Background: an optimization exercise with open tools, aiming at small area. Do not read the settings as production practice.
Function was checked by simulation only, so behaviour that the tests miss may differ from the original.
Power figures rest on the tool's default switching activity, not on a simulated workload.

===== flow/run.sh =====
#!/bin/bash
# The standard layout with these changes:
# - synthesis maps logic with an area-oriented ABC script (flow/abc.script)
#   instead of ORFS's delay-oriented one; everything else in synthesis,
#   including flip-flop mapping and naming, is ORFS's own script unchanged;
# - the smallest buffer (buf_1) on every port;
# - a smaller clock tree (clkbuf_8, small sink clusters, no dummy loads);
# - pins may sit one track apart.
set -euo pipefail
WORK="$PWD"
rm -rf "$WORK/scripts"
cp -r "$FLOW_HOME/scripts" "$WORK/scripts"
cp "$WORK/flow/abc.script" "$WORK/scripts/abc_speed.script"
export SCRIPTS_DIR="$WORK/scripts"
export BUFFER_PORTS_ARGS="-buffer_cell sky130_fd_sc_hd__buf_1"
export CTS_ARGS="-sink_clustering_enable -repair_clock_nets -dont_use_dummy_load -buf_list sky130_fd_sc_hd__clkbuf_8 -sink_clustering_size 15 -sink_clustering_max_diameter 60"
export PLACE_PINS_ARGS="-min_distance 1 -min_distance_in_tracks"
bash standard.sh > standard.log 2>&1

===== flow/abc.script =====
&get -n
&st
&dc2
&dch
&nf -a -p
&put

===== standard.sh =====
#!/bin/bash
# synth_recipe.tcl (not shown) runs the flow's synth.tcl, then flattens the netlist and writes it again
# the make line also repeats each setting of config.mk as NAME=value (left out here)
make -C /OpenROAD-flow-scripts/flow DESIGN_CONFIG=/design/flow/config.mk WORK_HOME=/design/flow/orfs CLKGATE_MAP_FILE= SYNTH_SCRIPT=/design/flow/synth_recipe.tcl "${@:-finish}"

===== config.mk =====
export PLATFORM = sky130hd
export DESIGN_NAME = pid_periph
export DESIGN_NICKNAME = pid_periph
export VERILOG_FILES = /design/flow/design.v
export SDC_FILE = /design/flow/constraint.sdc
export NUM_CORES = 4
export LEC_CHECK = 0
export CAP_MARGIN = 0
export CORE_MARGIN = 2
export CORE_UTILIZATION = 60
export SLEW_MARGIN = 0

===== constraint.sdc =====
create_clock -name core_clock -period 10.0 [get_ports {clk}]
set_input_delay 2.0000 -clock core_clock [delete_from_list [all_inputs] [get_ports {clk}]]
set_output_delay 2.0000 -clock core_clock [all_outputs]
set_load 0.01 [all_outputs]

===== design.v =====
`timescale 1ns/1ps
module AXILiteS_s_axi_Reg_Interface (
    input  wire         ACLK,
    input  wire         ARESET,
    input  wire [7:0]   AWADDR,
    input  wire         AWVALID,
    output wire         AWREADY,
    input  wire [31:0]  WDATA,
    input  wire [3:0]   WSTRB,
    input  wire         WVALID,
    output wire         WREADY,
    output wire [1:0]   BRESP,
    output wire         BVALID,
    input  wire         BREADY,
    input  wire [7:0]   ARADDR,
    input  wire         ARVALID,
    output wire         ARREADY,
    output wire [31:0]  RDATA,
    output wire [1:0]   RRESP,
    output wire         RVALID,
    input  wire         RREADY,
    output reg  [383:0] regs_out,      
    output reg  [16:0]  reg13_out,
    output reg  [11:0]  duty_lo,       
    output reg          duty_z1,       
    output reg          duty_o1,       
    output reg          duty_z2,       
    output reg          duty_o2,       
    output reg          duty_z3,       
    output reg          duty_o3,       
    output reg          duty_s,        
    input  wire [31:0]  reg0_in,
    input  wire [31:0]  reg1_in,
    input  wire [31:0]  reg2_in,
    input  wire [31:0]  reg3_in,
    input  wire [31:0]  reg4_in,
    input  wire [31:0]  reg5_in,
    input  wire [31:0]  reg6_in,
    input  wire [31:0]  reg7_in
);
    reg aw_rdy, w_rdy, b_vld;
    reg ar_rdy, r_vld;
    reg [3:0]  waddr;    
    reg [31:0] rdata;
    assign AWREADY = aw_rdy;
    assign WREADY  = w_rdy;
    assign BVALID  = b_vld;
    assign BRESP   = 2'b00;
    assign ARREADY = ar_rdy;
    assign RVALID  = r_vld;
    assign RRESP   = 2'b00;
    assign RDATA   = rdata;
    always @(posedge ACLK) begin
        if (ARESET) begin
            aw_rdy <= 1'b0;
            w_rdy  <= 1'b0;
            b_vld  <= 1'b0;
            ar_rdy <= 1'b0;
            r_vld  <= 1'b0;
        end else begin
            aw_rdy <= (~aw_rdy & ~w_rdy & ~b_vld) | (aw_rdy & ~AWVALID) | (b_vld & BREADY);
            w_rdy  <= (aw_rdy & AWVALID) | (w_rdy & ~WVALID);
            b_vld  <= (w_rdy & WVALID) | (b_vld & ~BREADY);
            ar_rdy <= (~ar_rdy & ~r_vld) | (ar_rdy & ~ARVALID) | (r_vld & RREADY);
            r_vld  <= (ar_rdy & ARVALID) | (r_vld & ~RREADY);
        end
    end
    always @(posedge ACLK)
        if (aw_rdy)
            waddr <= (AWADDR[7:6] == 2'b00 && AWADDR[1:0] == 2'b00) ? AWADDR[5:2] : 4'd0;
    wire       rvalid_addr = (ARADDR[7:5] == 3'b100) && (ARADDR[1:0] == 2'b00);
    wire [7:0] rsel;
    genvar k;
    generate
        for (k = 0; k < 8; k = k + 1) begin : g_rsel
            assign rsel[k] = rvalid_addr & (ARADDR[4:2] == k);
        end
    endgenerate
    wire [31:0] rmux = ({32{rsel[0]}} & reg0_in) | ({32{rsel[1]}} & reg1_in) |
                       ({32{rsel[2]}} & reg2_in) | ({32{rsel[3]}} & reg3_in) |
                       ({32{rsel[4]}} & reg4_in) | ({32{rsel[5]}} & reg5_in) |
                       ({32{rsel[6]}} & reg6_in) | ({32{rsel[7]}} & reg7_in);
    always @(posedge ACLK)
        if (~r_vld)
            rdata <= rmux;
    wire        we = w_rdy & WVALID;
    wire [31:0] wd = WDATA & {32{~ARESET}};
    wire [3:0]  wb = (WSTRB & {4{we}}) | {4{ARESET}};
    wire [15:0] sel;
    genvar r, b;
    generate
        for (r = 0; r < 16; r = r + 1) begin : g_sel
            assign sel[r] = (waddr == r) | ARESET;
        end
        for (r = 1; r <= 12; r = r + 1) begin : g_reg
            for (b = 0; b < 4; b = b + 1) begin : g_byte
                always @(posedge ACLK)
                    if (sel[r] & wb[b])
                        regs_out[(r-1)*32 + b*8 +: 8] <= wd[b*8 +: 8];
            end
        end
    endgenerate
    wire sel13 = sel[13];
    always @(posedge ACLK) if (wb[0] & sel13) reg13_out[7:0]  <= wd[7:0];
    always @(posedge ACLK) if (wb[1] & sel13) reg13_out[15:8] <= wd[15:8];
    always @(posedge ACLK) if (wb[2] & sel13) reg13_out[16]   <= wd[16];
    wire sel14 = sel[14];
    always @(posedge ACLK) if (wb[0] & sel14) duty_lo[7:0] <= wd[7:0];
    always @(posedge ACLK)
        if (wb[1] & sel14) begin
            duty_lo[11:8] <= wd[11:8];
            duty_z1 <= ~|wd[15:12];
            duty_o1 <= &wd[15:12];
        end
    always @(posedge ACLK)
        if (wb[2] & sel14) begin
            duty_z2 <= ~|wd[23:16];
            duty_o2 <= &wd[23:16];
        end
    always @(posedge ACLK)
        if (wb[3] & sel14) begin
            duty_s  <= wd[31];
            duty_z3 <= ~|wd[30:24];
            duty_o3 <= &wd[30:24];
        end
endmodule
`timescale 1ns/1ps
module Quad_decoder (
    input  wire        clk, rst, A1, B1, A2, B2,
    output wire [31:0] count_out
);
    reg a1_ff1, a1_ff2, b1_ff1, b1_ff2;
    reg a2_ff1, a2_ff2, b2_ff1, b2_ff2;
    always @(posedge clk) begin
        a1_ff1 <= A1;  a1_ff2 <= a1_ff1;
        b1_ff1 <= B1;  b1_ff2 <= b1_ff1;
        a2_ff1 <= A2;  a2_ff2 <= a2_ff1;
        b2_ff1 <= B2;  b2_ff2 <= b2_ff1;
    end
    reg [1:0]  st1, st2;
    reg [15:0] cnt1, cnt2;
    wire step1 = a1_ff2 ^ b1_ff2 ^ st1[1] ^ st1[0];
    wire down1 = a1_ff2 ^ st1[0];
    wire step2 = a2_ff2 ^ b2_ff2 ^ st2[1] ^ st2[0];
    wire down2 = a2_ff2 ^ st2[0];
    always @(posedge clk) begin
        if (rst) begin st1 <= 2'b00; st2 <= 2'b00; end
        else begin st1 <= {a1_ff2, b1_ff2}; st2 <= {a2_ff2, b2_ff2}; end
    end
    wire [15:0] x1 = cnt1 ^ {16{down1}};
    wire [15:0] x2 = cnt2 ^ {16{down2}};
    wire [15:0] t1, t2;
    assign t1[0] = step1; assign t2[0] = step2;
    genvar i;
    generate for (i = 1; i < 16; i = i + 1) begin : g
        assign t1[i] = t1[i-1] & x1[i-1];
        assign t2[i] = t2[i-1] & x2[i-1];
    end endgenerate
    always @(posedge clk) begin
        if (rst) begin cnt1 <= 16'h8000; cnt2 <= 16'h8000; end
        else begin cnt1 <= cnt1 ^ t1; cnt2 <= cnt2 ^ t2; end
    end
    assign count_out = {cnt2, cnt1};
endmodule
`timescale 1ns/1ps
module pwm_generator (
    input  wire        clk,
    input  wire        rst,
    input  wire [11:0] duty_lo,
    input  wire        duty_z1, duty_o1, duty_z2, duty_o2, duty_z3, duty_o3,
    input  wire        duty_s,
    output reg         Dir_A,
    output reg         Dir_B,
    output reg         PWM_Out
);
    reg [11:0] cnt;
    reg [11:0] lim;
    reg        le;
    wire small_pos = duty_z1 & duty_z2 & duty_z3;    
    wire small_neg = duty_o1 & duty_o2 & duty_o3;    
    wire is_small  = duty_s ? small_neg : small_pos;
    wire [11:0] tog;
    wire [12:0] c;
    assign tog[0] = 1'b1;
    assign c[0]   = le;
    genvar i;
    generate
        for (i = 0; i < 12; i = i + 1) begin : g_bit
            if (i > 0) begin : g_tog
                assign tog[i] = tog[i-1] & cnt[i-1];
            end
            assign c[i+1] = (lim[i] & ~cnt[i]) | (c[i] & (lim[i] | ~cnt[i]));
        end
    endgenerate
    always @(posedge clk) begin
        if (rst) begin
            cnt     <= 12'd0;
            lim     <= 12'd0;
            le      <= 1'b0;
            Dir_A   <= 1'b0;
            Dir_B   <= 1'b0;
            PWM_Out <= 1'b0;
        end else begin
            cnt <= cnt ^ tog;
            if (cnt == 12'd0) begin
                Dir_A <= ~duty_s & ~(small_pos & (duty_lo == 12'd0));
                Dir_B <= duty_s;
                lim   <= (duty_lo ^ {12{duty_s}}) | {12{~is_small}};
                le    <= duty_s | ~small_pos;
            end
            PWM_Out <= c[12];
        end
    end
endmodule
`timescale 1ns/1ps
module custom_bram_controller (
    input  wire        clk,
    input  wire        rst,
    output wire        enb,
    output wire        capture,     
    output wire [31:0] addrb,
    output wire [31:0] dinb,
    output wire [3:0]  web,
    output wire        rstb
);
    reg [3:0] phase;
    always @(posedge clk) begin
        if (rst || phase == 4'd8)
            phase <= 4'd0;
        else
            phase <= phase + 4'd1;
    end
    assign enb     = (phase == 4'd2);
    assign capture = (phase == 4'd2);
    assign addrb   = 32'd0;
    assign dinb    = 32'd0;
    assign web     = 4'd0;
    assign rstb    = rst;
endmodule
`timescale 1ns/1ps
module slot0_reader (
    input  wire        clk,
    input  wire        rst,
    input  wire [15:0] doutb_hi,
    input  wire        capture,
    output reg  [15:0] slot0_hi
);
    reg [15:0] sample;
    always @(posedge clk)
        sample <= doutb_hi;
    always @(posedge clk) begin
        if (rst)
            slot0_hi <= 16'd0;
        else if (capture)
            slot0_hi <= sample;
    end
endmodule
`timescale 1ns/1ps
module split32 (
    input  wire [16:0] data_in,
    output wire [16:0] data_out
);
    assign data_out = data_in;
endmodule
module led_driver (
    input  wire [15:0] data_in,
    output wire [15:0] led_16bits_tri_o
);
    assign led_16bits_tri_o = data_in;
endmodule
`timescale 1ns/1ps
module pid_periph (
    input  wire        clk,
    input  wire        rst,             
    input  wire [7:0]  AWADDR,
    input  wire        AWVALID,
    output wire        AWREADY,
    input  wire [31:0] WDATA,
    input  wire [3:0]  WSTRB,
    input  wire        WVALID,
    output wire        WREADY,
    output wire [1:0]  BRESP,
    output wire        BVALID,
    input  wire        BREADY,
    input  wire [7:0]  ARADDR,
    input  wire        ARVALID,
    output wire        ARREADY,
    output wire [31:0] RDATA,
    output wire [1:0]  RRESP,
    output wire        RVALID,
    input  wire        RREADY,
    output wire [31:0] mac_sub_a,
    output wire [31:0] mac_sub_b,
    output wire [31:0] mac_sub_c,
    output wire [31:0] mac_add_a,
    output wire [31:0] mac_add_b,
    output wire [31:0] mac_add_c,
    output wire [31:0] mul_a,
    output wire [31:0] mul_b,
    output wire [31:0] add_a,
    output wire [31:0] add_b,
    output wire [31:0] sub_a,
    output wire [31:0] sub_b,
    output wire [16:0] fpu_ctrl,
    input  wire [31:0] mac_sub_r,
    input  wire [31:0] mac_add_r,
    input  wire [31:0] mul_r,
    input  wire [31:0] add_r,
    input  wire [31:0] sub_r,
    input  wire [16:0] fpu_status,
    input  wire        A1,
    input  wire        B1,
    input  wire        A2,
    input  wire        B2,
    output wire        Dir_A,
    output wire        Dir_B,
    output wire        PWM_Out,
    output wire [31:0] addrb,
    output wire [31:0] dinb,
    input  wire [31:0] doutb,
    output wire        enb,
    output wire        rstb,
    output wire [3:0]  web,
    output wire [15:0] led
);
    wire [383:0] regs_out;
    wire [16:0]  reg13_out;
    wire [11:0]  duty_lo;
    wire         duty_z1, duty_o1, duty_z2, duty_o2, duty_z3, duty_o3, duty_s;
    wire [31:0]  quad_count;
    AXILiteS_s_axi_Reg_Interface u_regs (
        .ACLK      (clk),
        .ARESET    (rst),
        .AWADDR    (AWADDR),
        .AWVALID   (AWVALID),
        .AWREADY   (AWREADY),
        .WDATA     (WDATA),
        .WSTRB     (WSTRB),
        .WVALID    (WVALID),
        .WREADY    (WREADY),
        .BRESP     (BRESP),
        .BVALID    (BVALID),
        .BREADY    (BREADY),
        .ARADDR    (ARADDR),
        .ARVALID   (ARVALID),
        .ARREADY   (ARREADY),
        .RDATA     (RDATA),
        .RRESP     (RRESP),
        .RVALID    (RVALID),
        .RREADY    (RREADY),
        .regs_out  (regs_out),
        .reg13_out (reg13_out),
        .duty_lo   (duty_lo),
        .duty_z1   (duty_z1),
        .duty_o1   (duty_o1),
        .duty_z2   (duty_z2),
        .duty_o2   (duty_o2),
        .duty_z3   (duty_z3),
        .duty_o3   (duty_o3),
        .duty_s    (duty_s),
        .reg0_in   (32'hBEEFBABE),
        .reg1_in   (mac_sub_r),
        .reg2_in   (mac_add_r),
        .reg3_in   (mul_r),
        .reg4_in   (add_r),
        .reg5_in   (sub_r),
        .reg6_in   ({15'd0, fpu_status}),
        .reg7_in   (quad_count)
    );
    assign {sub_b, sub_a, add_b, add_a, mul_b, mul_a,
            mac_add_c, mac_add_b, mac_add_a, mac_sub_c, mac_sub_b, mac_sub_a} = regs_out;
    split32 u_split (
        .data_in  (reg13_out),
        .data_out (fpu_ctrl)
    );
    Quad_decoder u_quad (
        .clk       (clk),
        .rst       (rst),
        .A1        (A1),
        .B1        (B1),
        .A2        (A2),
        .B2        (B2),
        .count_out (quad_count)
    );
    pwm_generator u_pwm (
        .clk     (clk),
        .rst     (rst),
        .duty_lo (duty_lo),
        .duty_z1 (duty_z1),
        .duty_o1 (duty_o1),
        .duty_z2 (duty_z2),
        .duty_o2 (duty_o2),
        .duty_z3 (duty_z3),
        .duty_o3 (duty_o3),
        .duty_s  (duty_s),
        .Dir_A   (Dir_A),
        .Dir_B   (Dir_B),
        .PWM_Out (PWM_Out)
    );
    wire        capture;
    wire [15:0] slot0_hi;
    custom_bram_controller u_bram (
        .clk     (clk),
        .rst     (rst),
        .enb     (enb),
        .capture (capture),
        .addrb   (addrb),
        .dinb    (dinb),
        .web     (web),
        .rstb    (rstb)
    );
    slot0_reader u_slot0 (
        .clk      (clk),
        .rst      (rst),
        .doutb_hi (doutb[31:16]),
        .capture  (capture),
        .slot0_hi (slot0_hi)
    );
    led_driver u_led (
        .data_in          (slot0_hi),
        .led_16bits_tri_o (led)
    );
endmodule

==> results.toml, run 1 <==
[layout]
final-seq-area_um2 = 16000
fill_cells = 2358
finalNonFillerCells = 2518
fin_area_um2 = 24200
nets = 2354
multi_input_area_um2 = 4050
layout-drive-gt1-share_pct = 4.40
syn_to_final_growth_pct = 19.2

[synth]
synthDistinctLibCells = 41
ys.flop_type = "edfxtp_1"
avgSynthCellArea_um2 = 15.9
synthCells = 1276
synth_top_area_share_pct = 67.4
yosys.cell_count.top_type = "edfxtp_1"
syn_area_um2 = 20300
yosysSeqAreaShare_pct = 78.6
synth_area_leaders = "edfxtp_1, dfxtp_1, buf_4"
ys_warn_count = 5
synth_edf_count = 456
synth_common_cells = "edfxtp_1, nor2_1, dfxtp_1"
synth-seq-cells = 569
synth_top_area_cell = "edfxtp_1"
ys_async_sr_fraction_pct = 0

[power_and_ir_drop]
ir_worst_vdd_v = 0.000152
power_uw = 4290
p_leak_uw = 0.00835
power.density_nw_per_um2 = 177

[floorplan]
dieArea_um2 = 35300
placementRows = 67
die_w_um = 188
initial_core_util_pct = 60.7
fp.dieH_um = 188
ioPinCount = 803
core_region_area_um2 = 33400

[place]
portBuffers = 714
dp_slack_ps = 5120
dp_hpwl_mm = 43.0
placed_area_um2 = 23600
gp_congestion = 0.986
dp.cells = 2468

[critical_path]
critPathMaxFanout = 59
cp-start-kind = "primary input"
worstSetupPathType = "in2out"
cp_top_family = "buffers and inverters"
critPathSlowestCell = "clkbuf_4"
cp_slowest_stage_delay_ps = 590
cp_num_buf_inv = 2
worst_setup_path_end_kind = "primary output"
cp_cell_sequence = "clkbuf_4 > buf_1"
cp.required_ps = 8000
arrival_ps = 2950

[timing]
setup_viol = 0
slew_viol_final = 0
worstMarginPinSlew_ps = 1320
rsz0062_at_grt = "no"
fin_crit_sh_pct = 49.5
setup-tns-final_ps = 0
fin_skew_ps = 107
relSlewSlack_pct = 11.5
hold_violations = 0
fin_crit_ps = 4950
fmax_mhz = 202
layout_setup_ws_ps = 5050

[route]
drc = 0
postRouteAntennaNets = 0
num_vias = 14600
wl_per_cell_um = 24.0
drt_wl_total_mm = 60.5
dr.pass1.iters = 6
vias_per_cell = 5.78
drt_iter0_drc = 1412

[grt]
grt_max_degree = 60
grt_antenna_before_repair = 5
grt.met3_usage_pct = 11.9
overflow = 0
grt.total_usage_pct = 33.2
grt_first_pass_wirelength_mm = 85.7
grt_pass1_vias = 13800
grtUsageMet1_pct = 40.0
busiest_layer = "met2"
grt.met2_usage_pct = 52.0

[job]
cap_violations = 0

[clock_network]
clock-root-buffer = "clkbuf_8"
cts_sinks = 569
cts_buffer_depth = 3
insertion_delay_ps = 630
path_clk_slew_ps = 80
cts_tree = "yes"
htreeDepth = 2
cts_resized = 0
hold_buffers = 0
cts-buffers-inserted = 46
cts_setup_buffers = 0

[hold_path]
hp-class = "reg2reg"

[outcome]
status = "complete, no violations"
==> final cells by class <==
class / count / share of cell area [%]
well taps: 448 / 2.32
multi-input cells: 686 / 16.7
flip-flops and latches: 569 / 65.9
inverters: 19 / 0.295
diodes: 4 / 0.0414
clock buffers: 46 / 2.62
repair buffers: 746 / 12.1
==> stage by stage <==
stage | hold WS, ps | utilization, %
2_1_floorplan | 310 | -
3_3_place_gp | 312 | 70.4
3_5_place_dp | 315 | 70.4
4_1_cts | 337 | 72.3
5_1_grt | 350 | 72.4
6_report | 340 | 72.4
==> flip-flops by register name (all words and copies together), names as in the netlist, 2 cells and up <==
| signal | count |
|---|---|
| u_regs.regs_out | 384 |
| u_regs.rdata | 32 |
| u_regs.reg13_out | 17 |
| u_quad.cnt1 | 16 |
| u_quad.cnt2 | 16 |
| u_slot0.sample | 16 |
| u_slot0.slot0_hi | 16 |
| u_pwm.cnt | 12 |
| u_pwm.lim | 12 |
| u_regs.duty_lo | 12 |
| u_bram.phase | 4 |
| u_regs.waddr | 4 |
| u_quad.st1 | 2 |
| u_quad.st2 | 2 |
==> placed cells by master, fill, tap and decap left out, types with 16 or more instances in the layout <==
cell and n:
o21ai_0 46, buf_4 32, dfxtp_1 113, clkinv_1 19, edfxtp_1 456, clkbuf_8 46
nor2_1 112, and3_1 16, xnor2_1 23, a21oi_1 71, o21a_1 18, conb_1 72
a222oi_1 25, nand3_1 25, nor2b_1 50, nor3_1 17, buf_1 713, a22oi_1 62
a31oi_1 16
==> power by group <==
group | internal, uW | switching [uW] | total (uW)
Combinational | 119 | 310 | 429
Sequential | 2710 | 58.0 | 2760
Clock | 412 | 684 | 1100
Total | 3240 | 1050 | 4290
==> worst paths after layout <==
kind	startpoint	to	slack (ps)	cells after the start
min	u_quad.a1_ff1$_DFF_P_	u_quad.a1_ff2$_DFF_P_	340	0
min reg2reg	u_quad.a1_ff1$_DFF_P_	u_quad.a1_ff2$_DFF_P_	340	0
max reg2reg	u_quad.a1_ff2$_DFF_P_	u_quad.cnt1[15]$_SDFF_PP1_	6400	9
max	rst	rstb	5050	2
==> layer usage <==
metal  wire [um]  share of wire [%]  vias to the layer above
li1            -                  -                     6325
met2       28300                 47                     1008
met1       21000                 35                     6989
met3        7210                 12                      233
met5          48              0.079                        -
met4        3940                6.5                        2
==> cell families after synthesis <==
kind of cell / share of synthesized area [%]
DFF: 78.6
and+or+nand+nor: 7.62
AOI/OAI and AO/OA: 8.50
buffers and inverters: 3.05
xor gates and xnor gates: 1.34
adders and majority gates: 0.863
other: 0.0185
muxes: 0.0554
==> inputs of run 2 (changes only) <==
--- a/config.mk
+++ b/config.mk
@@ -7,5 +7,5 @@
 export LEC_CHECK = 0
-export CAP_MARGIN = 0
+export CAP_MARGIN = 20
 export CORE_MARGIN = 2
 export CORE_UTILIZATION = 60
-export SLEW_MARGIN = 0
+export SLEW_MARGIN = 20
==> results.toml, run 2 <==
[power_and_ir_drop]
power_frac_comb_pct = 10.0
p_leak_uw = 0.00835
p_clk_share_pct = 25.6
p_int_uw = 3240
power.density_nw_per_um2 = 177
p_switching_uw = 1060
p_seq_share_pct = 64.4
ir_worst_vdd_v = 0.000146
netSwitchingFraction_pct = 24.6

[timing]
rsz0062_at_grt = "no"
setup_viol = 0
worstMarginPinSlew_ps = 1130
hold_violations = 0
slew_viol_final = 0
fin_skew_ps = 34.2
setup-tns-final_ps = 0
fmax_mhz = 204
relSlewSlack_pct = 24.4
fin_hold_ws_ps = 337
fin_crit_ps = 4900
fin_crit_sh_pct = 49.0

[synth]
synth-seq-cells = 569
avgSynthCellArea_um2 = 15.9
synth_top_area_share_pct = 67.4
ys_async_sr_fraction_pct = 0
syn_area_um2 = 20300
synthDistinctLibCells = 41
synthCells = 1276
ys.flop_type = "edfxtp_1"
synth_edf_count = 456
synth_area_leaders = "edfxtp_1, dfxtp_1, buf_4"
synth_top_area_cell = "edfxtp_1"
ys_warn_count = 5
synth_common_cells = "edfxtp_1, nor2_1, dfxtp_1"
yosysSeqAreaShare_pct = 78.6
yosys.cell_count.top_type = "edfxtp_1"

[grt]
grt_max_degree = 60
grt.total_usage_pct = 33.1
grt_antenna_before_repair = 3
overflow = 0
grt_first_pass_wirelength_mm = 85.6
grt_pass1_vias = 13700

[critical_path]
critPathMaxFanout = 59
cp_top_family = "buffers and inverters"
worstSetupPathType = "in2out"
worst_setup_path_end_kind = "primary output"
critPathSlowestCell = "clkbuf_4"
cp_cell_sequence = "clkbuf_4 > buf_1"
cp_num_buf_inv = 2
cp_slowest_stage_delay_ps = 630
arrival_ps = 2900
cp.required_ps = 8000
ff2ff_setup_slack_ps = 6370
cp-start-kind = "primary input"

[layout]
layout-drive-gt1-share_pct = 4.60
syn_to_final_growth_pct = 19.2
multi_input_area_um2 = 4060
layout_common_cells = "buf_1, edfxtp_1, dfxtp_1"
largest_reg_flops = 384
nets = 2354
final-seq-area_um2 = 16000
final_common_cell = "buf_1"
top_register = "u_regs.regs_out"
fill_cells = 2360
top_regs = "u_regs.regs_out: 384 flops, u_regs.rdata: 32 flops, u_regs.reg13_out: 17 flops"

[clock_network]
cts_resized = 0
insertion_delay_ps = 610
htreeDepth = 2
clock-root-buffer = "clkbuf_8"
hold_buffers = 0
cts_buffer_depth = 3
cts-buffers-inserted = 46
cts_tree = "yes"
cts_setup_buffers = 0
path_clk_slew_ps = 90
cts_sinks = 569

[floorplan]
dieArea_um2 = 35300
ioPinCount = 803
die_w_um = 188
placementRows = 67
core_region_area_um2 = 33400
initial_core_util_pct = 60.7
fp.dieH_um = 188

[route]
drt_iter0_drc = 1380
drt_wl_total_mm = 60.4
dr.pass1.iters = 7
vias_per_cell = 5.77
wl_per_cell_um = 24.0
postRouteAntennaNets = 0
num_vias = 14500
drc = 0

[job]
cap_violations = 0

[hold_path]
hp-class = "reg2reg"

[place]
gp_congestion = 0.986
dp_hpwl_mm = 42.8
portBuffers = 714

[outcome]
status = "complete, no violations"
[run 2: cell counts after synthesis]
Identical to the previous run, type by type.
[run 2: final cells by class]
| type | count | area share [%] |
|---|---|---|
| sequential | 569 | 65.9 |
| multi-input combinational | 686 | 16.8 |
| clock buffer | 46 | 2.61 |
| inverter | 19 | 0.300 |
| timing repair buffer | 746 | 12.1 |
| tap | 448 | 2.32 |
| antenna | 4 | 0.0413 |
[run 2: path summary, 6_finish.rpt]
check                                      startpoint                    endpoint  depth (start not counted)
worst max-delay path                              rst                        rstb                          2
worst min-delay path            u_quad.a2_ff1$_DFF_P_       u_quad.a2_ff2$_DFF_P_                          0
worst max register to register  u_quad.a1_ff2$_DFF_P_  u_quad.cnt1[15]$_SDFF_PP1_                          9
worst min register to register  u_quad.a2_ff1$_DFF_P_       u_quad.a2_ff2$_DFF_P_                          0
[run 2: routing by layer]
| layer | vias to the layer above | part of all wire [%] | GRT usage [%] |
|---|---|---|---|
| met5 | - | 0 | 0.275 |
| met4 | 0 | 6.1 | 18.1 |
| met3 | 237 | 12 | 12.5 |
| met2 | 969 | 47 | 51.9 |
| met1 | 7008 | 35 | 39.9 |
| li1 | 6315 | - | - |
[run 2: power groups by stage]
stage | registers (uW) | logic [uW] | clock network (uW)
2_1_floorplan | 2860 | 176 | 0
3_3_place_gp | 2810 | 412 | 0
3_5_place_dp | 2820 | 420 | 0
4_1_cts | 2760 | 422 | 1120
5_1_grt | 2780 | 460 | 1190
6_report | 2760 | 429 | 1100
[run 2: cell families after synthesis]
group	Yosys count	share of synthesized area, %
AOI/OAI and AO/OA	262	8.50
DFF	569	78.6
muxes	1	0.0554
xor gates and xnor gates	31	1.34
adders and majority gates	14	0.863
and+or+nand+nor	306	7.62
buffers and inverters	92	3.05
other	1	0.0185
[run 2: stage by stage]
stage / std cells / setup slack (ps) / total power [uW] / instance area (um2) / util (%)
finish: 2518 / 5100 / 4290 / 24200 / 72.4
global placement: 2468 / 5130 / 3220 / 23600 / 70.4
global route: 2517 / 5060 / 4430 / 24200 / 72.4
detailed placement: 2468 / 5110 / 3240 / 23600 / 70.5
floorplan: 1347 / 5320 / 3040 / 20600 / -
CTS: 2514 / 5120 / 4300 / 24200 / 72.3
==> inputs of run 3 (changes only) <==
--- a/flow/run.sh
+++ b/flow/run.sh
@@ -7,3 +7,4 @@
 # - a smaller clock tree (clkbuf_8, small sink clusters, no dummy loads);
-# - pins may sit one track apart.
+# - pins may sit one track apart;
+# - constant outputs share their tie cells.
 set -euo pipefail
@@ -17,2 +18,3 @@
 export PLACE_PINS_ARGS="-min_distance 1 -min_distance_in_tracks"
+export SKIP_REPAIR_TIE_FANOUT=1
 bash standard.sh > standard.log 2>&1
==> results.toml, run 3 <==
[clock_network]
cts_resized = 0
clock-root-buffer = "clkbuf_8"
cts-buffers-inserted = 44
hold_buffers = 0
cts_buffer_depth = 3
path_clk_slew_ps = 90
cts_tree = "yes"
htreeDepth = 2
cts_setup_buffers = 0
cts_sinks = 569
insertion_delay_ps = 620

[job]
cap_violations = 0

[grt]
overflow = 0
grt_pass1_vias = 13700
grt_antenna_before_repair = 4
grt_first_pass_wirelength_mm = 83.6
grt.total_usage_pct = 32.1
grt_max_degree = 73

[power_and_ir_drop]
power.density_nw_per_um2 = 178
power_uw = 4260
p_leak_uw = 0.00815
ir_worst_vdd_v = 0.000163

[layout]
nets = 2290
syn_to_final_growth_pct = 18.1
utilization_pct = 71.7
layout_common_cells = "buf_1, edfxtp_1, dfxtp_1"
final_common_cell = "buf_1"
layout-drive-gt1-share_pct = 4.90
largest_reg_flops = 384
top_regs = "u_regs.regs_out: 384 flops, u_regs.rdata: 32 flops, u_regs.reg13_out: 17 flops"
top_register = "u_regs.regs_out"

[critical_path]
arrival_ps = 2790
cp-start-kind = "primary input"
worst_setup_path_end_kind = "primary output"
cp_cell_sequence = "clkbuf_4 > buf_1"
cp.required_ps = 8000
critPathSlowestCell = "clkbuf_4"
critPathMaxFanout = 48
r2r_cells = 9
ff2ff_setup_slack_ps = 6780
cp_top_family = "buffers and inverters"
cp_num_cells = 2
worstSetupPathType = "in2out"
cp_num_buf_inv = 2
cp_slowest_stage_delay_ps = 570

[timing]
hold_violations = 0
fmax_mhz = 209
slew_viol_final = 0
worstMarginPinSlew_ps = 1180
relSlewSlack_pct = 21.4
fin_crit_sh_pct = 47.9
fin_crit_ps = 4790
setup_viol = 0
fin_skew_ps = 79.9
rsz0062_at_grt = "no"
setup-tns-final_ps = 0

[outcome]
status = "complete, no violations"

[synth]
synthDistinctLibCells = 41
synth_edf_count = 456
ys.flop_type = "edfxtp_1"
ys_async_sr_fraction_pct = 0
yosys.cell_count.top_type = "edfxtp_1"
yosysSeqAreaShare_pct = 78.6
synth_top_area_share_pct = 67.4
synth-seq-cells = 569
synth_area_leaders = "edfxtp_1, dfxtp_1, buf_4"
ys_warn_count = 5
synthCells = 1276
synth_top_area_cell = "edfxtp_1"
synth_common_cells = "edfxtp_1, nor2_1, dfxtp_1"
avgSynthCellArea_um2 = 15.9
syn_area_um2 = 20300

[place]
gp_congestion = 0.955
dp_hpwl_mm = 41.7
portBuffers = 714

[floorplan]
core_region_area_um2 = 33400
die_w_um = 188
ioPinCount = 803
dieArea_um2 = 35300
initial_core_util_pct = 60.7
fp.dieH_um = 188
placementRows = 67

[route]
drt_iter0_drc = 1405
dr.pass1.iters = 8
wl_per_cell_um = 23.7
drt_wl_total_mm = 58.3
postRouteAntennaNets = 0
vias_per_cell = 5.81
num_vias = 14300
drc = 0

[hold_path]
hold_depth = 0
hp-class = "reg2reg"
## run 3: final cells by class
cell class | count | area, um2
multi-input combinational | 615 | 3790
clock buffer | 44 | 606
antenna | 4 | 10.0
timing repair buffer | 755 | 2990
sequential | 569 | 16000
tap | 448 | 561
fill | 2370 | 9470
inverter | 19 | 72.6
## run 3: metal layers
metal,up-vias,wire length [um],global-route usage [%]
met1,6862,20300,37.8
met2,902,27800,52.0
met5,-,71,1.51
met4,2,3420,17.1
met3,221,6660,11.6
li1,6268,-,-
## run 3: kinds of logic after synthesis
family                   count (synthesis)  share of synthesized area (%)
AO/OA/AOI/OAI                          262                           8.50
XOR/XNOR                                31                           1.34
adder cells (fa/ha/maj)                 14                          0.863
buffers and inverters                   92                           3.05
flip-flops                             569                           78.6
multiplexers                             1                         0.0554
other                                    1                         0.0185
AND/OR/NAND/NOR                        306                           7.62
## run 3: worst paths after layout
kind | from | end
min | u_quad.a2_ff1$_DFF_P_ | u_quad.a2_ff2$_DFF_P_
max reg2reg | u_quad.a1_ff2$_DFF_P_ | u_quad.cnt1[15]$_SDFF_PP1_
min reg2reg | u_quad.a2_ff1$_DFF_P_ | u_quad.a2_ff2$_DFF_P_
max | rst | rstb
## run 3: per-stage QoR
stage	instances	hold WS (ps)	instance area (um2)	setup slack [ps]
after global placement	2406	313	23300	5210
after CTS	2450	338	24000	5190
after global routing	2453	349	24000	5160
after detailed placement	2406	321	23300	5190
after floorplan	1276	310	20300	5320
final	2454	343	24000	5210
## run 3: power breakdown
part	internal (uW)	switching [uW]
Clock	395	677
Combinational	122	306
Sequential	2700	57.5
==> inputs of run 4 (changes only) <==
--- a/design.v
+++ b/design.v
@@ -171,3 +171,3 @@
     input  wire        duty_s,
-    output reg         Dir_A,
+    output wire        Dir_A,
     output reg         Dir_B,
@@ -194,2 +194,3 @@
     endgenerate
+    assign Dir_A = ~Dir_B & (le | (|lim));
     always @(posedge clk) begin
@@ -199,3 +200,2 @@
             le      <= 1'b0;
-            Dir_A   <= 1'b0;
             Dir_B   <= 1'b0;
@@ -205,3 +205,2 @@
             if (cnt == 12'd0) begin
-                Dir_A <= ~duty_s & ~(small_pos & (duty_lo == 12'd0));
                 Dir_B <= duty_s;
==> flow/abc.script (replaced) <==
&get -n
&st
&dc2
&dch -f
&nf -a -p -R 1000
&put
==> results.toml, run 4 <==
[clock_network]
cts_buffer_depth = 3
hold_buffers = 0
clock-root-buffer = "clkbuf_8"
cts-buffers-inserted = 45
path_clk_slew_ps = 90
cts_resized = 0
cts_sinks = 568
htreeDepth = 2
cts_tree = "yes"
cts_setup_buffers = 0
insertion_delay_ps = 590

[synth]
synth_edf_count = 456
synthCells = 1267
avgSynthCellArea_um2 = 16.0
synth_top_area_cell = "edfxtp_1"
synthDistinctLibCells = 36
synth-seq-cells = 568
ys.flop_type = "edfxtp_1"
synth_top_area_share_pct = 67.8
yosysSeqAreaShare_pct = 78.8
yosys.cell_count.top_type = "edfxtp_1"
synth_area_leaders = "edfxtp_1, dfxtp_1, buf_4"
synth_common_cells = "edfxtp_1, dfxtp_1, nor2_1"
ys_warn_count = 5
syn_area_um2 = 20200
ys_async_sr_fraction_pct = 0

[timing]
fin_crit_sh_pct = 46.3
setup_viol = 0
setup-tns-final_ps = 0
relSlewSlack_pct = 19.1
hold_violations = 0
slew_viol_final = 0
fin_skew_ps = 42.2
worstMarginPinSlew_ps = 1210
fin_crit_ps = 4630
rsz0062_at_grt = "no"
fmax_mhz = 216

[layout]
top_register = "u_regs.regs_out"
fin_area_um2 = 23800
final_common_cell = "buf_1"
layout-drive-gt1-share_pct = 4.84
largest_reg_flops = 384
syn_to_final_growth_pct = 17.9
layout_common_cells = "buf_1, edfxtp_1, dfxtp_1"
top_regs = "u_regs.regs_out: 384 flops, u_regs.rdata: 32 flops, u_regs.reg13_out: 17 flops"
fill_cells = 2392
nets = 2270

[outcome]
status = "complete, no violations"

[power_and_ir_drop]
power.density_nw_per_um2 = 178
ir_worst_vdd_v = 0.000151
p_leak_uw = 0.00802

[critical_path]
crit_top_cell = "clkinv_1"
startpoint = "u_bram.phase[0]$_SDFF_PP0_"
cp_cell_sequence = "clkinv_1 > ha_1 > nand2_1 > clkinv_1 > buf_1"
cp_top_family = "buffers and inverters"
ff2ff_setup_slack_ps = 6020
cp_slowest_stage_delay_ps = 620
cp.required_ps = 8000
critPathMaxFanout = 17
cp_num_cells = 5
critPathSlowestCell = "clkinv_1"
worst_setup_path_end_kind = "primary output"
r2r_cells = 13
cp-start-kind = "register"
worstSetupEndpoint = "enb"
cp_num_buf_inv = 3
reg2reg_from = "u_quad.a1_ff2$_DFF_P_"
worstSetupPathType = "reg2out"
r2r-end = "u_quad.cnt1[15]$_SDFF_PP1_"
arrival_ps = 2630

[floorplan]
ioPinCount = 803
placementRows = 67
initial_core_util_pct = 60.6
dieArea_um2 = 35200
die_w_um = 188
fp.dieH_um = 188
core_region_area_um2 = 33400

[place]
gp_congestion = 0.913
dp_hpwl_mm = 39.5
portBuffers = 714
placed_area_um2 = 23200

[grt]
grt.total_usage_pct = 30.4
grt_antenna_before_repair = 2
grt_pass1_vias = 13300
grt_first_pass_wirelength_mm = 79.6
overflow = 0
grt_max_degree = 73

[job]
cap_violations = 0

[route]
wl_per_cell_um = 22.8
drt_wl_total_mm = 55.5
drt_iter0_drc = 1069
drc = 0
num_vias = 13700
dr.pass1.iters = 9
vias_per_cell = 5.65
postRouteAntennaNets = 0

[hold_path]
hp-class = "reg2reg"
-- run 4: changes by cell type in the layout (fill, tap and decap cells not counted), moves of 13 or more --
cell and delta:
xnor2_1 +15, buf_4 -13, a21oi_1 +21, nand2_1 +33, o21ai_0 -16, nor2_1 -23, o21a_1 -18
-- run 4: how the worst min path moves through the flow --
stage | start | to | slack, ps | cells past startpoint
floorplan | u_quad.a1_ff1$_DFF_P_ | u_quad.a1_ff2$_DFF_P_ | 310 | 0
global route | u_quad.a2_ff1$_DFF_P_ | u_quad.a2_ff2$_DFF_P_ | 350 | 0
finish | u_quad.a2_ff1$_DFF_P_ | u_quad.a2_ff2$_DFF_P_ | 340 | 0
CTS | u_quad.a2_ff1$_DFF_P_ | u_quad.a2_ff2$_DFF_P_ | 340 | 0
detailed placement | u_quad.a2_ff1$_DFF_P_ | u_quad.a2_ff2$_DFF_P_ | 320 | 0
global placement | u_quad.b2_ff1$_DFF_P_ | u_quad.b2_ff2$_DFF_P_ | 310 | 0
-- run 4: cell families after synthesis --
kind of cell             Yosys count  share of synthesized area, %
XOR/XNOR                          52                          2.25
flip-flops                       568                          78.8
buffers and inverters             90                          3.03
other                              1                        0.0186
AND/OR/NAND/NOR                  315                          7.78
AO/OA/AOI/OAI                    224                          7.06
adder cells (fa/ha/maj)           17                          1.02
-- run 4: routing by layer --
layer | vias to the layer above | global-route usage [%] | part of all wire, %
li1 | 6165 | - | -
met1 | 6607 | 35.9 | 36
met2 | 810 | 50.3 | 48
met3 | 161 | 9.11 | 10
met4 | 0 | 16.7 | 5.9
met5 | - | 0 | 0
-- run 4: cell type report --
type / count / area, um2 / share of cell area [%]
diodes: 2 / 5.00 / 0.0210
clock buffers: 45 / 619 / 2.60
inverters: 17 / 63.8 / 0.268
flip-flops and latches: 568 / 15900 / 66.9
multi-input cells: 609 / 3730 / 15.7
well taps: 448 / 561 / 2.35
repair buffers: 743 / 2920 / 12.3
-- run 4: power breakdown --
group | total (uW) | leakage, uW | switching, uW | internal (uW)
Combinational | 417 | 0.00230 | 296 | 121
Clock | 1070 | 0.000324 | 662 | 403
Sequential | 2760 | 0.00540 | 57.7 | 2700
Total | 4240 | 0.00802 | 1020 | 3220
-- run 4: worst reg2reg max path, delay by kind of cell (launching register included) --
| family | cells | cell delay [ps] |
|---|---|---|
| AOI/OAI and AO/OA | 9 | 2600 |
| xor gates and xnor gates | 2 | 280 |
| buffers and inverters | 1 | 290 |
| DFF | 1 | 410 |
| and+or+nand+nor | 1 | 250 |
-- run 4: per-stage QoR --
step	cells	power, uW	hold WS, ps	util [%]	setup slack, ps
2_1_floorplan	1267	3030	310	-	5410
3_3_place_gp	2384	3210	314	69.4	5390
3_5_place_dp	2385	3220	317	69.5	5310
4_1_cts	2430	4260	339	71.4	5340
5_1_grt	2432	4380	350	71.4	5120
6_report	2432	4240	342	71.4	5370
==> inputs of run 5 (changes only) <==
--- a/flow/run.sh
+++ b/flow/run.sh
@@ -8,3 +8,6 @@
 # - pins may sit one track apart;
-# - constant outputs share their tie cells.
+# - constant outputs share their tie cells;
+# - placement is not timing driven, so synthesis buffers are removed by a
+#   hook (flow/pre_gpl.tcl) before global placement, as timing-driven
+#   placement would.
 set -euo pipefail
@@ -19,2 +22,3 @@
 export SKIP_REPAIR_TIE_FANOUT=1
+export PRE_GLOBAL_PLACE_TCL="$WORK/flow/pre_gpl.tcl"
 bash standard.sh > standard.log 2>&1
==> flow/pre_gpl.tcl (new file) <==
remove_buffers
--- a/config.mk
+++ b/config.mk
@@ -9,3 +9,4 @@
 export CORE_MARGIN = 2
-export CORE_UTILIZATION = 60
+export CORE_UTILIZATION = 80
+export GPL_TIMING_DRIVEN = 0
 export SLEW_MARGIN = 20
==> results.toml, run 5 <==
[place]
gp_congestion = 0.951
dp_hpwl_mm = 43.4
dp_slack_ps = 5320
placed_area_um2 = 23000
portBuffers = 714

[layout]
final_common_cell = "buf_1"
multi_input_area_um2 = 3790
syn_to_final_growth_pct = 16.9
top_regs = "u_regs.regs_out: 384 flops, u_regs.rdata: 32 flops, u_regs.reg13_out: 17 flops"
layout_common_cells = "buf_1, edfxtp_1, dfxtp_1"
top_register = "u_regs.regs_out"
layout-drive-gt1-share_pct = 4.29
nets = 2248
largest_reg_flops = 384
fin_area_um2 = 23600
fill_cells = 632
final-seq-area_um2 = 15900

[grt]
grt.total_usage_pct = 53.2
grt_first_pass_wirelength_mm = 101
grt_max_degree = 73
grt_antenna_before_repair = 4
grt_pass1_vias = 15700
overflow = 0

[critical_path]
arrival_ps = 2770
cp_slowest_stage_delay_ps = 630
cp_top_family = "buffers and inverters"
crit_top_cell = "clkinv_1"
worst_setup_path_end_kind = "primary output"
cp.required_ps = 8000
cp_num_buf_inv = 3
critPathSlowestCell = "clkinv_1"
cp-start-kind = "register"
cp_cell_sequence = "clkinv_1 > ha_1 > nand2_1 > clkinv_1 > buf_1"
worstSetupPathType = "reg2out"
critPathMaxFanout = 17

[route]
drc = 0
vias_per_cell = 7.18
wl_per_cell_um = 31.6
num_vias = 16500
postRouteAntennaNets = 0
drt_wl_total_mm = 72.5
drt_iter0_drc = 3454
dr.pass1.iters = 8

[clock_network]
cts_resized = 0
cts_setup_buffers = 0
cts_sinks = 568
cts_buffer_depth = 3
cts_tree = "yes"
path_clk_slew_ps = 90
clock-root-buffer = "clkbuf_8"
cts-buffers-inserted = 43
htreeDepth = 2
hold_buffers = 0
insertion_delay_ps = 590

[timing]
fin_crit_sh_pct = 47.7
hold_violations = 0
slew_viol_final = 0
fmax_mhz = 210
worstMarginPinSlew_ps = 1320
fin_skew_ps = 32.0
fin_crit_ps = 4770
setup_viol = 0
layout_setup_ws_ps = 5230
setup-tns-final_ps = 0
fin_hold_ws_ps = 343
rsz0062_at_grt = "no"
relSlewSlack_pct = 11.6

[job]
cap_violations = 0

[synth]
synthMuxAreaShare_pct = 0
yosysSeqAreaShare_pct = 78.8
synth_area_leaders = "edfxtp_1, dfxtp_1, buf_4"
synth_xor_area_share_pct = 2.25
synth-simple-area-share_pct = 7.78
synth_top_family_by_area = "simple AND/OR/NAND/NOR gates"
synth_compound_area_share_pct = 7.06
synthDistinctLibCells = 36
synth_edf_count = 456
synth_top_area_cell = "edfxtp_1"
synth_common_cells = "edfxtp_1, dfxtp_1, nor2_1"
ys_async_sr_fraction_pct = 0
synth_top_area_share_pct = 67.8
avgSynthCellArea_um2 = 16.0
synth-seq-cells = 568
synthCells = 1267
ys_warn_count = 5
synth_fa_ha_area_share_pct = 1.02
syn_area_um2 = 20200
ys.flop_type = "edfxtp_1"
yosys.cell_count.top_type = "edfxtp_1"

[power_and_ir_drop]
p_leak_uw = 0.00792
power.density_nw_per_um2 = 185
power_uw = 4360
ir_worst_vdd_v = 0.000230

[floorplan]
core_region_area_um2 = 25000
die_w_um = 163
fp.dieH_um = 163
initial_core_util_pct = 81.0
placementRows = 58
ioPinCount = 803
dieArea_um2 = 26600

[hold_path]
hp-class = "reg2reg"

[outcome]
status = "complete, no violations"
==> run 5: changes by cell type in the layout (fill, tap and decap cells not counted), sizes merged <==
cell    previous run  this run
diode              2         5
inv                0         1
buf              742       723
clkinv            17        16
clkbuf            46        43
==> run 5: stage by stage <==
step / util [%] / instances
global placement: 91.2 / 2238
detailed placement: 92.1 / 2247
CTS: 94.4 / 2290
finish: 94.6 / 2295
global route: 94.6 / 2292
floorplan: - / 1267
==> run 5: final cells by class <==
cell class / count / share of cell area, %
flip-flops and latches: 568 / 67.5
multi-input cells: 609 / 16.1
repair buffers: 723 / 11.9
clock buffers: 43 / 2.51
well taps: 330 / 1.75
inverters: 17 / 0.270
diodes: 5 / 0.0530
==> run 5: path summary, 6_finish.rpt <==
check / startpoint / end / slack [ps] / cells past startpoint
setup reg to reg: u_quad.a1_ff2$_DFF_P_ / u_quad.cnt1[15]$_SDFF_PP1_ / 5550 / 13
hold / removal: u_quad.a2_ff1$_DFF_P_ / u_quad.a2_ff2$_DFF_P_ / 340 / 0
setup / recovery: u_bram.phase[0]$_SDFF_PP0_ / enb / 5230 / 5
hold reg to reg: u_quad.a2_ff1$_DFF_P_ / u_quad.a2_ff2$_DFF_P_ / 340 / 0
==> run 5: layer usage <==
metal / vias to the layer above / part of all wire, % / track usage (%)
met4: 2 / 11 / 43.8
met1: 7493 / 27 / 58.6
met2: 2195 / 45 / 82.3
met3: 665 / 16 / 20.5
li1: 6131 / - / -
met5: - / 0.048 / 1.14
==> run 5: worst register-to-register path: cells and delay by family, from the launching register on <==
| kind | cells | cell delay (ps) |
|---|---|---|
| flip-flops | 1 | 370 |
| buffers and inverters | 1 | 240 |
| XOR/XNOR | 2 | 530 |
| AND/OR/NAND/NOR | 1 | 310 |
| AO/OA/AOI/OAI | 9 | 2880 |
==> run 5: kinds of logic (layout without fill, tap and decap cells) <==
| kind of cell | after synthesis | in the layout |
|---|---|---|
| xor+xnor | 52 | 52 |
| fa+ha+maj | 17 | 17 |
| other cells | 1 | 6 |
| simple gates | 315 | 315 |
| buf+inv | 90 | 783 |
| compound gates | 224 | 224 |
| flops | 568 | 568 |
==> run 5: where the power goes <==
group | internal [uW] | switching [uW]
registers | 2700 | 82.9
clock network | 389 | 723
logic | 120 | 346
total | 3210 | 1150
==> inputs of run 6 (changes only) <==
--- a/config.mk
+++ b/config.mk
@@ -9,3 +9,3 @@
 export CORE_MARGIN = 2
-export CORE_UTILIZATION = 80
+export CORE_UTILIZATION = 70
 export GPL_TIMING_DRIVEN = 0
==> results.toml, run 6 <==
[outcome]
status = "complete, no violations"

[power_and_ir_drop]
ir_worst_vdd_v = 0.000193
power.density_nw_per_um2 = 178
p_leak_uw = 0.00794

[synth]
synthDistinctLibCells = 36
synth_common_cells = "edfxtp_1, dfxtp_1, nor2_1"
ys_async_sr_fraction_pct = 0
avgSynthCellArea_um2 = 16.0
synth_top_area_cell = "edfxtp_1"
synthCells = 1267
synth-seq-cells = 568
synth_edf_count = 456
synth_area_leaders = "edfxtp_1, dfxtp_1, buf_4"
yosys.cell_count.top_type = "edfxtp_1"
yosysSeqAreaShare_pct = 78.8
ys.flop_type = "edfxtp_1"
syn_area_um2 = 20200
synth_top_area_share_pct = 67.8
ys_warn_count = 5

[critical_path]
r2r-end = "u_quad.cnt2[15]$_SDFF_PP1_"
worstSetupEndpoint = "rstb"
reg2reg_from = "u_quad.a2_ff2$_DFF_P_"
critPathMaxFanout = 24
arrival_ps = 2780
ff2ff_setup_slack_ps = 5910
cp-start-kind = "primary input"
worst_setup_path_end_kind = "primary output"
cp.required_ps = 8000
r2r_cells = 13
startpoint = "rst"
worstSetupPathType = "in2out"

[timing]
worstMarginPinSlew_ps = 1210
fin_skew_ps = 39.9
fin_crit_ps = 4780
hold_violations = 0
rsz0062_at_grt = "no"
setup_viol = 0
layout_setup_ws_ps = 5220
setup-tns-final_ps = 0
slew_viol_final = 0
fmax_mhz = 209
relSlewSlack_pct = 19.5
fin_crit_sh_pct = 47.8

[grt]
grt_max_degree = 73
overflow = 0
grt_first_pass_wirelength_mm = 81.3
grt.total_usage_pct = 36.1
grt_pass1_vias = 13800
grt_antenna_before_repair = 1

[place]
dp_slack_ps = 5240
gp_congestion = 0.918
dp_hpwl_mm = 39.9
portBuffers = 714
placed_area_um2 = 23100

[floorplan]
ioPinCount = 803
initial_core_util_pct = 70.8
core_region_area_um2 = 28500
die_w_um = 174
placementRows = 62
fp.dieH_um = 174
dieArea_um2 = 30200

[clock_network]
cts_resized = 0
cts_sinks = 568
cts-buffers-inserted = 43
cts_setup_buffers = 0
insertion_delay_ps = 580
clock-root-buffer = "clkbuf_8"
cts_tree = "yes"
path_clk_slew_ps = 90
hold_buffers = 0
htreeDepth = 2
cts_buffer_depth = 3

[layout]
layout_common_cells = "buf_1, edfxtp_1, dfxtp_1"
fill_cells = 1534
top_register = "u_regs.regs_out"
nets = 2251
top_regs = "u_regs.regs_out: 384 flops, u_regs.rdata: 32 flops, u_regs.reg13_out: 17 flops"
layout-drive-gt1-share_pct = 4.33
multi_input_area_um2 = 3790
final-seq-area_um2 = 15900
syn_to_final_growth_pct = 17.3
largest_reg_flops = 384
fin_area_um2 = 23700
final_common_cell = "buf_1"

[route]
drc = 0
num_vias = 14100
wl_per_cell_um = 23.9
wl_met3_mm = 6.67
dr.pass1.iters = 6
postRouteAntennaNets = 0
drt_wl_total_mm = 56.2
m1WireLength_mm = 18.4
vias_per_cell = 6.02
drt_iter0_drc = 1409
met2_length_mm = 26.8
top_layer_used = "met5"

[hold_path]
hp-class = "reg2reg"

[job]
cap_violations = 0
run 6: cell counts after synthesis:
Identical to the previous run, type by type.
run 6: metal layers:
metal,vias to the layer above,global-route usage (%)
li1,6117,-
met1,6750,40.7
met2,1016,59.1
met3,240,12.0
met4,6,23.5
met5,-,2.56
run 6: cell type report:
cell class                      count  area share [%]
Antenna cell                        1          0.0106
Clock buffer                       43            2.50
Inverter                           17           0.269
Multi-Input combinational cell    609            16.0
Sequential cell                   568            67.2
Tap cell                          384            2.03
Timing Repair Buffer              726            12.0
run 6: how the worst min path moves through the flow:
stage	start	to	slack, ps	depth (start not counted)
2_1_floorplan	u_quad.a1_ff1$_DFF_P_	u_quad.a1_ff2$_DFF_P_	310	0
3_5_place_dp	u_quad.a1_ff1$_DFF_P_	u_quad.a1_ff2$_DFF_P_	310	0
3_3_place_gp	u_quad.b1_ff1$_DFF_P_	u_quad.b1_ff2$_DFF_P_	310	0
6_report	u_quad.a1_ff1$_DFF_P_	u_quad.a1_ff2$_DFF_P_	340	0
4_1_cts	u_quad.a1_ff1$_DFF_P_	u_quad.a1_ff2$_DFF_P_	340	0
5_1_grt	u_quad.a1_ff1$_DFF_P_	u_quad.a1_ff2$_DFF_P_	350	0
run 6: report_power, final:
group	internal (uW)	switching (uW)	total, uW
clock network	387	657	1040
registers	2700	60.9	2760
logic	121	302	422
run 6: worst max-delay path, cell delays in order:
cell and delay [ps]:
buf_2 360, buf_16 230, buf_1 170
run 6: cells by family after synthesis:
logic type | share of synthesized area, %
AO/OA/AOI/OAI | 7.06
XOR/XNOR | 2.25
adder cells (fa/ha/maj) | 1.02
buffers and inverters | 3.03
flip-flops | 78.8
other | 0.0186
AND/OR/NAND/NOR | 7.78
run 6: through the flow:
step	instances	hold slack, ps	util (%)	power (uW)
final	2348	336	83.1	4230
after global routing	2347	349	83.1	4350
after CTS	2347	337	83.0	4230
after detailed placement	2304	312	80.9	3220
after global placement	2292	314	79.9	3200
after floorplan	1267	310	-	3030
==> inputs of run 7 (changes only) <==
--- a/design.v
+++ b/design.v
@@ -224,11 +224,11 @@
 );
-    reg [3:0] phase;
+    reg [4:0] ring;
     always @(posedge clk) begin
-        if (rst || phase == 4'd8)
-            phase <= 4'd0;
+        if (rst)
+            ring <= 5'd0;
         else
-            phase <= phase + 4'd1;
+            ring <= {ring[3:0], ~(ring[4] | ring[3])};
     end
-    assign enb     = (phase == 4'd2);
-    assign capture = (phase == 4'd2);
+    assign enb     = ring[1] & ~ring[2];
+    assign capture = ring[1] & ~ring[2];
     assign addrb   = 32'd0;
--- a/config.mk
+++ b/config.mk
@@ -11,2 +11,3 @@
 export GPL_TIMING_DRIVEN = 0
+export PLACE_DENSITY = 0.9
 export SLEW_MARGIN = 20
==> results.toml, run 7 <==
[outcome]
status = "complete, no violations"

[synth]
synthDistinctLibCells = 40
synth_edf_count = 456
synth_top_family_by_area = "simple AND/OR/NAND/NOR gates"
synth_area_leaders = "edfxtp_1, dfxtp_1, buf_4"
synth_common_cells = "edfxtp_1, dfxtp_1, nor2_1"
ys_async_sr_fraction_pct = 0
synth-seq-cells = 569
synth_xor_area_share_pct = 2.08
synth_top_area_share_pct = 67.9
synth_top_area_cell = "edfxtp_1"
synthMuxAreaShare_pct = 0
synth_fa_ha_area_share_pct = 0.682
syn_area_um2 = 20200
synthCells = 1260
yosysSeqAreaShare_pct = 79.1
ys_warn_count = 5
synth_compound_area_share_pct = 6.82
avgSynthCellArea_um2 = 16.0
ys.flop_type = "edfxtp_1"
synth-simple-area-share_pct = 8.30
yosys.cell_count.top_type = "edfxtp_1"

[timing]
worstMarginPinSlew_ps = 1190
hold_violations = 0
setup_viol = 0
slew_viol_final = 0
fmax_mhz = 208
fin_crit_ps = 4800
relSlewSlack_pct = 20.2
setup-tns-final_ps = 0
fin_hold_ws_ps = 337
rsz0062_at_grt = "no"
fin_skew_ps = 78.1
fin_crit_sh_pct = 48.0

[clock_network]
cts_sinks = 569
htreeDepth = 2
cts_buffer_depth = 3
cts_tree = "yes"
insertion_delay_ps = 610
cts_setup_buffers = 0
hold_buffers = 0
path_clk_slew_ps = 90
cts-buffers-inserted = 44
clock-root-buffer = "clkbuf_8"
cts_resized = 0

[critical_path]
worst_setup_path_end_kind = "primary output"
arrival_ps = 2800
critPathSlowestCell = "buf_2"
cp_top_family = "buffers and inverters"
cp-start-kind = "primary input"
worstSetupPathType = "in2out"
cp_cell_sequence = "buf_2 > buf_16 > buf_1"
cp_num_buf_inv = 3
cp.required_ps = 8000
critPathMaxFanout = 26
cp_slowest_stage_delay_ps = 340

[floorplan]
fp.dieH_um = 174
initial_core_util_pct = 70.7
placementRows = 62
die_w_um = 174
ioPinCount = 803
dieArea_um2 = 30200
core_region_area_um2 = 28500

[layout]
top_regs = "u_regs.regs_out: 384 flops, u_regs.rdata: 32 flops, u_regs.reg13_out: 17 flops"
top_register = "u_regs.regs_out"
syn_to_final_growth_pct = 17.4
fill_cells = 1317
largest_reg_flops = 384
final_common_cell = "buf_1"
layout-drive-gt1-share_pct = 4.50
layout_common_cells = "buf_1, edfxtp_1, dfxtp_1"
nets = 2240

[power_and_ir_drop]
power.density_nw_per_um2 = 181
ir_worst_vdd_v = 0.000169
p_leak_uw = 0.00796

[grt]
grt.total_usage_pct = 41.6
overflow = 0
grt_first_pass_wirelength_mm = 91.8
grt_pass1_vias = 14700
grt_max_degree = 73
grt_antenna_before_repair = 2

[hold_path]
hp-class = "reg2reg"

[job]
cap_violations = 0

[route]
drt_wl_total_mm = 64.1
drt_iter0_drc = 1998
drc = 0
dr.pass1.iters = 12
postRouteAntennaNets = 0
vias_per_cell = 6.43
wl_per_cell_um = 27.4
num_vias = 15000

[place]
dp_hpwl_mm = 42.4
gp_congestion = 0.970
portBuffers = 714
==> run 7: cell types whose count changed in the layout (fill, tap and decap cells not counted), sizes merged, moves of 3 or more <==
cell / change
nand3: -12
nor2b: +4
clkinv: -3
nand2: +21
a22o: +12
a22oi: -20
a221oi: +12
xnor2: -5
a21oi: -25
ha: -3
maj3: -3
nand4: +12
==> run 7: power breakdown <==
group,internal (uW),switching [uW]
Combinational,120,321
Sequential,2700,67.0
Clock,395,678
==> run 7: stage by stage <==
stage | std cells | cell area (um2) | power [uW] | worst slack, ps | util, %
global placement | 2285 | 22800 | 3200 | 969 | 79.8
floorplan | 1260 | 20200 | 3030 | 5250 | -
detailed placement | 2295 | 23100 | 3230 | 5240 | 80.8
finish | 2341 | 23700 | 4290 | 5200 | 83.0
global route | 2341 | 23700 | 4370 | 5210 | 83.0
CTS | 2339 | 23700 | 4260 | 5230 | 82.9
==> run 7: final timing paths <==
check	from	to	slack, ps	depth (start not counted)
worst max register to register	u_quad.a1_ff2$_DFF_P_	u_quad.cnt1[15]$_SDFF_PP1_	6030	13
worst min register to register	u_quad.a1_ff1$_DFF_P_	u_quad.a1_ff2$_DFF_P_	340	0
worst max-delay path	rst	rstb	5200	3
worst min-delay path	u_quad.a1_ff1$_DFF_P_	u_quad.a1_ff2$_DFF_P_	340	0
==> run 7: routing by layer <==
| metal | share of wire [%] | up-vias | track usage (%) |
|---|---|---|---|
| met2 | 45 | 1570 | 65.1 |
| met3 | 16 | 378 | 17.8 |
| met4 | 8.1 | 2 | 25.4 |
| met1 | 31 | 7003 | 47.7 |
| met5 | 0.053 | - | 0.801 |
| li1 | - | 6094 | - |
==> run 7: layout make-up <==
| type | count | area [um2] | share of cell area (%) |
|---|---|---|---|
| timing repair buffer | 724 | 2840 | 12.0 |
| multi-input combinational | 603 | 3740 | 15.8 |
| antenna | 2 | 5.00 | 0.0211 |
| tap | 384 | 480 | 2.03 |
| clock buffer | 44 | 606 | 2.56 |
| sequential | 569 | 16000 | 67.4 |
| inverter | 15 | 56.3 | 0.238 |
==> run 7: cell families (layout without fill, tap and decap cells) <==
kind of cell,count (synthesis),in the layout
adders and majority gates,11,11
and+or+nand+nor,338,338
DFF,569,569
xor gates and xnor gates,48,48
buffers and inverters,88,783
AOI/OAI and AO/OA,205,205
other,1,3
==> inputs of run 8 (changes only) <==
--- a/config.mk
+++ b/config.mk
@@ -11,3 +11,2 @@
 export GPL_TIMING_DRIVEN = 0
-export PLACE_DENSITY = 0.9
 export SLEW_MARGIN = 20
==> results.toml, run 8 <==
[outcome]
status = "complete, no violations"

[power_and_ir_drop]
p_leak_uw = 0.00795
power.density_nw_per_um2 = 179
ir_worst_vdd_v = 0.000145

[grt]
grt.met2_usage_pct = 60.7
grt_antenna_before_repair = 2
grt_max_degree = 73
grt.total_usage_pct = 36.5
grt_pass1_vias = 13900
overflow = 0
grtUsageMet1_pct = 41.9
grt_first_pass_wirelength_mm = 82.3
busiest_layer = "met2"
grt.met3_usage_pct = 12.3

[synth]
synth-seq-cells = 569
syn_area_um2 = 20200
avgSynthCellArea_um2 = 16.0
synth_edf_count = 456
ys_warn_count = 5
ys_async_sr_fraction_pct = 0
yosysSeqAreaShare_pct = 79.1
synth_area_leaders = "edfxtp_1, dfxtp_1, buf_4"
synth_top_area_cell = "edfxtp_1"
yosys.cell_count.top_type = "edfxtp_1"
ys.flop_type = "edfxtp_1"
synthCells = 1260
synth_top_area_share_pct = 67.9
synthDistinctLibCells = 40
synth_common_cells = "edfxtp_1, dfxtp_1, nor2_1"

[critical_path]
worst_setup_path_end_kind = "primary output"
cp_top_family = "buffers and inverters"
reg2reg_from = "u_quad.st2[0]$_SDFF_PP0_"
critPathSlowestCell = "buf_2"
cp_slowest_stage_delay_ps = 530
cp.required_ps = 8000
cp_cell_sequence = "buf_2 > buf_12 > buf_16 > buf_1"
cp-start-kind = "primary input"
cp_num_buf_inv = 4
worstSetupPathType = "in2out"
startpoint = "rst"
critPathMaxFanout = 31
arrival_ps = 3210

[clock_network]
cts_tree = "yes"
path_clk_slew_ps = 90
cts_buffer_depth = 3
cts-buffers-inserted = 44
cts_sinks = 569
hold_buffers = 0
htreeDepth = 2
cts_resized = 0
cts_setup_buffers = 0
insertion_delay_ps = 590
clock-root-buffer = "clkbuf_8"

[layout]
final_common_cell = "buf_1"
largest_reg_flops = 384
utilization_pct = 82.9
layout-drive-gt1-share_pct = 4.15
fin_area_um2 = 23700
top_regs = "u_regs.regs_out: 384 flops, u_regs.rdata: 32 flops, u_regs.reg13_out: 17 flops"
syn_to_final_growth_pct = 17.3
nets = 2239
top_register = "u_regs.regs_out"
layout_common_cells = "buf_1, edfxtp_1, dfxtp_1"

[route]
postRouteAntennaNets = 0
wl_per_cell_um = 24.1
drt_iter0_drc = 1558
dr.pass1.iters = 9
drc = 0
vias_per_cell = 6.04
drt_wl_total_mm = 56.4
num_vias = 14100

[hold_path]
holdCritStartpoint = "u_quad.b1_ff1$_DFF_P_"
hp-class = "reg2reg"

[timing]
worstMarginPinSlew_ps = 1220
fmax_mhz = 192
fin_crit_sh_pct = 52.1
fin_crit_ps = 5210
slew_viol_final = 0
hold_violations = 0
fin_skew_ps = 52.9
relSlewSlack_pct = 18.6
setup-tns-final_ps = 0
setup_viol = 0
rsz0062_at_grt = "no"
layout_setup_ws_ps = 4790

[floorplan]
core_region_area_um2 = 28500
dieArea_um2 = 30200
initial_core_util_pct = 70.7
fp.dieH_um = 174
placementRows = 62
ioPinCount = 803
die_w_um = 174

[job]
cap_violations = 0

[place]
portBuffers = 714
placed_area_um2 = 23000
dp_slack_ps = 4820
dp_hpwl_mm = 40.5
gp_congestion = 0.989
[run 8: cell counts after synthesis]
No cell type changed its count.
[run 8: logic make-up after synthesis]
logic type / count (synthesis) / share of synthesized area, %
AO/OA/AOI/OAI: 205 / 6.82
XOR/XNOR: 48 / 2.08
adder cells (fa/ha/maj): 11 / 0.682
buffers and inverters: 88 / 3.00
flip-flops: 569 / 79.1
other: 1 / 0.0186
AND/OR/NAND/NOR: 338 / 8.30
[run 8: worst reg2reg max path, cell delays in order (launching register included)]
cell and delay (ps):
dfxtp_1 330, xnor2_2 340, buf_6 240, nand2_1 90
a21oi_1 310, a21boi_0 440, o21ai_0 300, a21o_1 270
a21oi_1 350, o21ai_0 260, a21oi_1 370, o21ai_0 210
a21oi_1 180, o21ai_0 90
[run 8: path summary, 6_finish.rpt]
kind,endpoint,slack (ps),depth (start not counted)
hold reg to reg,u_quad.b1_ff2$_DFF_P_,340,0
setup reg to reg,u_quad.cnt2[15]$_SDFF_PP1_,6120,13
hold / removal,u_quad.b1_ff2$_DFF_P_,340,0
setup / recovery,rstb,4790,4
[run 8: stage by stage]
| step | total power [uW] | hold slack, ps | cells |
|---|---|---|---|
| 2_1_floorplan | 3030 | 310 | 1260 |
| 3_3_place_gp | 3200 | 310 | 2285 |
| 6_report | 4240 | 340 | 2339 |
| 4_1_cts | 4240 | 338 | 2338 |
| 5_1_grt | 4350 | 350 | 2339 |
| 3_5_place_dp | 3230 | 318 | 2294 |
[run 8: routing by layer]
layer	wire length [um]	vias up
met2	27400	1077
met3	7060	202
met4	3440	2
li1	-	6097
met1	18400	6740
met5	79	-
[run 8: report_power, final]
group / switching [uW] / leakage, uW / internal, uW
combinational: 302 / 0.00222 / 119
clock: 658 / 0.000316 / 395
sequential: 60.8 / 0.00541 / 2700
total: 1020 / 0.00795 / 3220
[run 8: area by class of cell]
type / count / area [um2]
Clock buffer: 44 / 606
Antenna cell: 1 / 2.50
Timing Repair Buffer: 723 / 2820
Multi-Input combinational cell: 603 / 3730
Sequential cell: 569 / 16000
Tap cell: 384 / 480
Fill cell: 1584 / 4890
Inverter: 15 / 56.3

## port drivers added, routing unchanged
How much do the figures lean on ideal ports? The routed layouts below were timed once more, with nothing changed but the port constraints.
Step 1, drivers: a clkbuf_16 drives clk and a buf_2 each remaining input, both assumed.
Step 2 also shifts input and output timing later by t, the mid clock arrival at the registers, as if the neighbouring blocks saw the same clock.
Three values: no drivers, after step 1, after step 2; two values: the first two.
| run | t, ns | slack for setup (ns) | worst register clock-pin slew, ns |
|---|---|---|---|
| run 1 | 0.635 | 5.054 / 5.028 / 5.028 | 0.10 / 0.10 |
| run 2 | 0.639 | 5.102 / 5.078 / 5.074 | 0.09 / 0.09 |
| run 3 | 0.631 | 5.207 / 5.178 / 5.178 | 0.10 / 0.10 |
| run 4 | 0.605 | 5.372 / 5.320 / 5.291 | 0.10 / 0.10 |
| run 5 | 0.628 | 5.231 / 5.179 / 5.220 | 0.11 / 0.11 |
| run 6 | 0.613 | 5.215 / 5.194 / 5.194 | 0.10 / 0.10 |
| run 7 | 0.624 | 5.202 / 5.180 / 5.180 | 0.11 / 0.11 |
| run 8 | 0.614 | 4.793 / 4.762 / 4.762 | 0.10 / 0.10 |
After both steps every run listed still meets setup and hold. For run 4, which loses most, drivers alone change the setup slack by -0.052 ns; drivers and shift together by -0.081 ns.
